From an optimization exercise on the open Yosys and OpenROAD flow, aimed at small area, a short achievable clock period and few clock cycles; shortcuts taken in it are not production practice. At most, simulation tests tie the RTL to the original design; equivalence was not proved.

==> 02-27 <==
==> flow/design.v (excerpt) <==
module cordic(i_clk, i_rst, i_en, o_vld, o_cosine, o_sine, i_theta);
clock: 10.0 ns
lec_check: 0
cap_margin: 20
core_margin: 2
core_utilization: 40
cts_buf_list: sky130_fd_sc_hd__clkbuf_16
cts_cluster_diameter: 120
cts_cluster_size: 30
slew_margin: 20
synth_memory_max_bits: 16384
standard.sh (not shown) runs the stock make flow with config.mk's settings and CLKGATE_MAP_FILE= SYNTH_SCRIPT=/design/flow/synth_recipe.tcl, a recipe that flattens the netlist after the stock synthesis.
==> flow/flow/run.sh <==
#!/bin/bash
# The standard layout (standard.sh), with timing repair aiming for extra setup slack.
# make's full output goes to standard.log; ORFS's own per-step logs are under orfs/logs.
set -euo pipefail
export SETUP_SLACK_MARGIN=6.6
bash standard.sh > standard.log 2>&1
==> inputs of 07-01, as changes to 02-27 <==
CORE_UTILIZATION = 55   (was 40)
CTS_CLUSTER_DIAMETER = 100   (was 120)
CTS_CLUSTER_SIZE = 25   (was 30)
PLACE_DENSITY = 0.68   (was unset)
==> inputs of 09-07, as changes to 02-27 <==
==> flow/flow/run.sh (replaced) <==
#!/bin/bash
# The standard layout (standard.sh), with timing repair aiming for extra setup slack.
# make's full output goes to standard.log; ORFS's own per-step logs are under orfs/logs.
set -euo pipefail
export SETUP_SLACK_MARGIN=6.8
bash standard.sh > standard.log 2>&1
CTS_CLUSTER_DIAMETER = 100   (was 120)
CTS_CLUSTER_SIZE = 25   (was 30)
==> inputs of 06-12, as changes to 02-27 <==
--- a/flow/design.v
+++ b/flow/design.v
@@ -551,26 +551,16 @@
     reg signed [18:0] y30_q28;
     wire signed [20:0] ay;
     wire signed [27:0] by;
     reg signed [20:0] ay_q29;
     reg signed [27:0] by_q29;
     wire signed [32:0] qy;
     reg signed [32:0] qx_q30;
     reg signed [32:0] qy_q30;
-    wire sax;
-    wire sxx;
-    reg sax_q30;
-    reg sxx_q29;
-    reg sxx_q30;
-    wire say;
-    wire sxy;
-    reg say_q30;
-    reg sxy_q29;
-    reg sxy_q30;
     assign th = i_theta;
     assign phi0 = th[18:0];
     assign sat0 = ~((&th[23:18]) | ~(|th[23:18]));
     assign sgn0 = th[23];
     assign n0 = sat0_q1 ? sgn0_q1 : phi0_q1[18];
     assign ltp0 = phi0_q1 < 19'sd51471;
     assign ltn0 = phi0_q1 < -19'sd51471;
     assign n1 = sat0_q1 ? sgn0_q1 : (phi0_q1[18] ? ltn0 : ltp0);
@@ -3102,20 +3092,16 @@
 assign y30_s = {(yh29_q27[18:5] ^ {14{m29}}) ^ y30_t, y30_lo[4:0]};
     assign y30 = y30_s;
     assign ax = {{2{x30_q28[18]}}, x30_q28} + {x30_q28[18], x30_q28, 1'b0};
     assign bx = (({{14{x30_q28[18]}}, x30_q28} <<< 5) + ({{14{x30_q28[18]}}, x30_q28} <<< 4) - ({{14{x30_q28[18]}}, x30_q28} <<< 8));
     assign qx = ({{12{ax_q29[20]}}, ax_q29} <<< 12) + {{12{ax_q29[20]}}, ax_q29} + {{5{bx_q29[27]}}, bx_q29};
     assign ay = {{2{y30_q28[18]}}, y30_q28} + {y30_q28[18], y30_q28, 1'b0};
     assign by = (({{14{y30_q28[18]}}, y30_q28} <<< 5) + ({{14{y30_q28[18]}}, y30_q28} <<< 4) - ({{14{y30_q28[18]}}, y30_q28} <<< 8));
     assign qy = ({{12{ay_q29[20]}}, ay_q29} <<< 12) + {{12{ay_q29[20]}}, ay_q29} + {{5{by_q29[27]}}, by_q29};
-    assign sax = ax_q29[20];
-    assign sxx = x30_q28[18];
-    assign say = ay_q29[20];
-    assign sxy = y30_q28[18];
     always @(posedge i_clk) begin
         phi0_q1 <= phi0;
         sat0_q1 <= sat0;
         sgn0_q1 <= sgn0;
         phi1_q2 <= phi1;
         sat1_q2 <= sat1;
         sgn1_q2 <= sgn1;
         phi2_q3 <= phi2;
@@ -3311,18 +3297,12 @@
         x30_q28 <= x30;
         ax_q29 <= ax;
         bx_q29 <= bx;
         y30_q28 <= y30;
         ay_q29 <= ay;
         by_q29 <= by;
         qx_q30 <= qx;
         qy_q30 <= qy;
-        sax_q30 <= sax;
-        sxx_q29 <= sxx;
-        sxx_q30 <= sxx_q29;
-        say_q30 <= say;
-        sxy_q29 <= sxy;
-        sxy_q30 <= sxy_q29;
     end
-    assign o_cosine = {sxx_q30, sxx_q30, sax_q30, sax_q30, qx_q30[32], qx_q30[32], qx_q30[32], qx_q30[31:15]};
-    assign o_sine = {sxy_q30, sxy_q30, say_q30, say_q30, qy_q30[32], qy_q30[32], qy_q30[32], qy_q30[31:15]};
+    assign o_cosine = {{7{qx_q30[32]}}, qx_q30[31:15]};
+    assign o_sine   = {{7{qy_q30[32]}}, qy_q30[31:15]};
 endmodule
==> flow/flow/run.sh (replaced) <==
#!/bin/bash
# The standard layout (standard.sh), with timing repair aiming for extra setup slack.
set -euo pipefail
export SETUP_SLACK_MARGIN=6.6
bash standard.sh > standard.log 2>&1
CTS_CLUSTER_DIAMETER = 100   (was 120)
CTS_CLUSTER_SIZE = 25   (was 30)
==> summary of the runs <==
09-07 completed with no timing, DRC or antenna violations. 07-01 completed with no timing, DRC or antenna violations. 02-27 ran to the end with no violations. 06-12 passed the timing, design-rule and antenna checks.
Die area is the same in 02-27 and 09-07.
Against 06-12, the worst setup slack of 02-27 is higher by 0.0057 ns.
Cell area: 09-07 > 02-27 > 06-12 > 07-01.
First-iteration DRC count: 09-07 < 06-12 < 02-27 < 07-01.
Hold slack, highest first: 06-12, 02-27, 07-01, 09-07.
Synthesized cell count is the same in 02-27 and 07-01.
Of 02-27 and 06-12, 06-12 has the higher via count (gap 0.35%, measured against 06-12).
Against 07-01, the utilization of 06-12 is lower by 16 points.
In register-to-register slack, 06-12 and 09-07 hardly differ.
Testbench counts of 02-27, summed over its fixed seeds: cycles 8,432.
Testbench counts of 07-01, summed over its fixed seeds: cycles 8,432.
Testbench counts of 09-07, summed over its fixed seeds: cycles 8,432.
Function not checked in 06-12: the RTL went through the layout flow alone.

-- afterwards: timing with drivers on the ports --
The flow's constraints put no driver on any port. The routed layouts listed below were extracted and timed again, unchanged, in two steps.
Step 1 assumes that a clkbuf_16 drives the clock port and a buf_2 every other input.
Step 2 also shifts input and output timing later by t, the mid clock arrival at the registers, as if the neighbouring blocks saw the same clock.
Slacks: ideal ports / drivers / drivers and shift; pairs: ideal ports / drivers.
run	shift t [ns]	setup WS [ns]	latest minus earliest clock arrival (ns)
02-27	0.792	6.684 / 6.605 / 6.556	0.052 / 0.051
07-01	0.752	6.650 / 6.605 / 6.602	0.034 / 0.034
09-07	0.786	6.688 / 6.613 / 6.616	0.049 / 0.049
06-12	0.777	6.678 / 6.599 / 6.650	0.050 / 0.050
After both steps every run listed still meets setup and hold. The setup slack of 02-27, which loses most, moves by -0.079 ns with the drivers and by -0.128 ns with both steps.
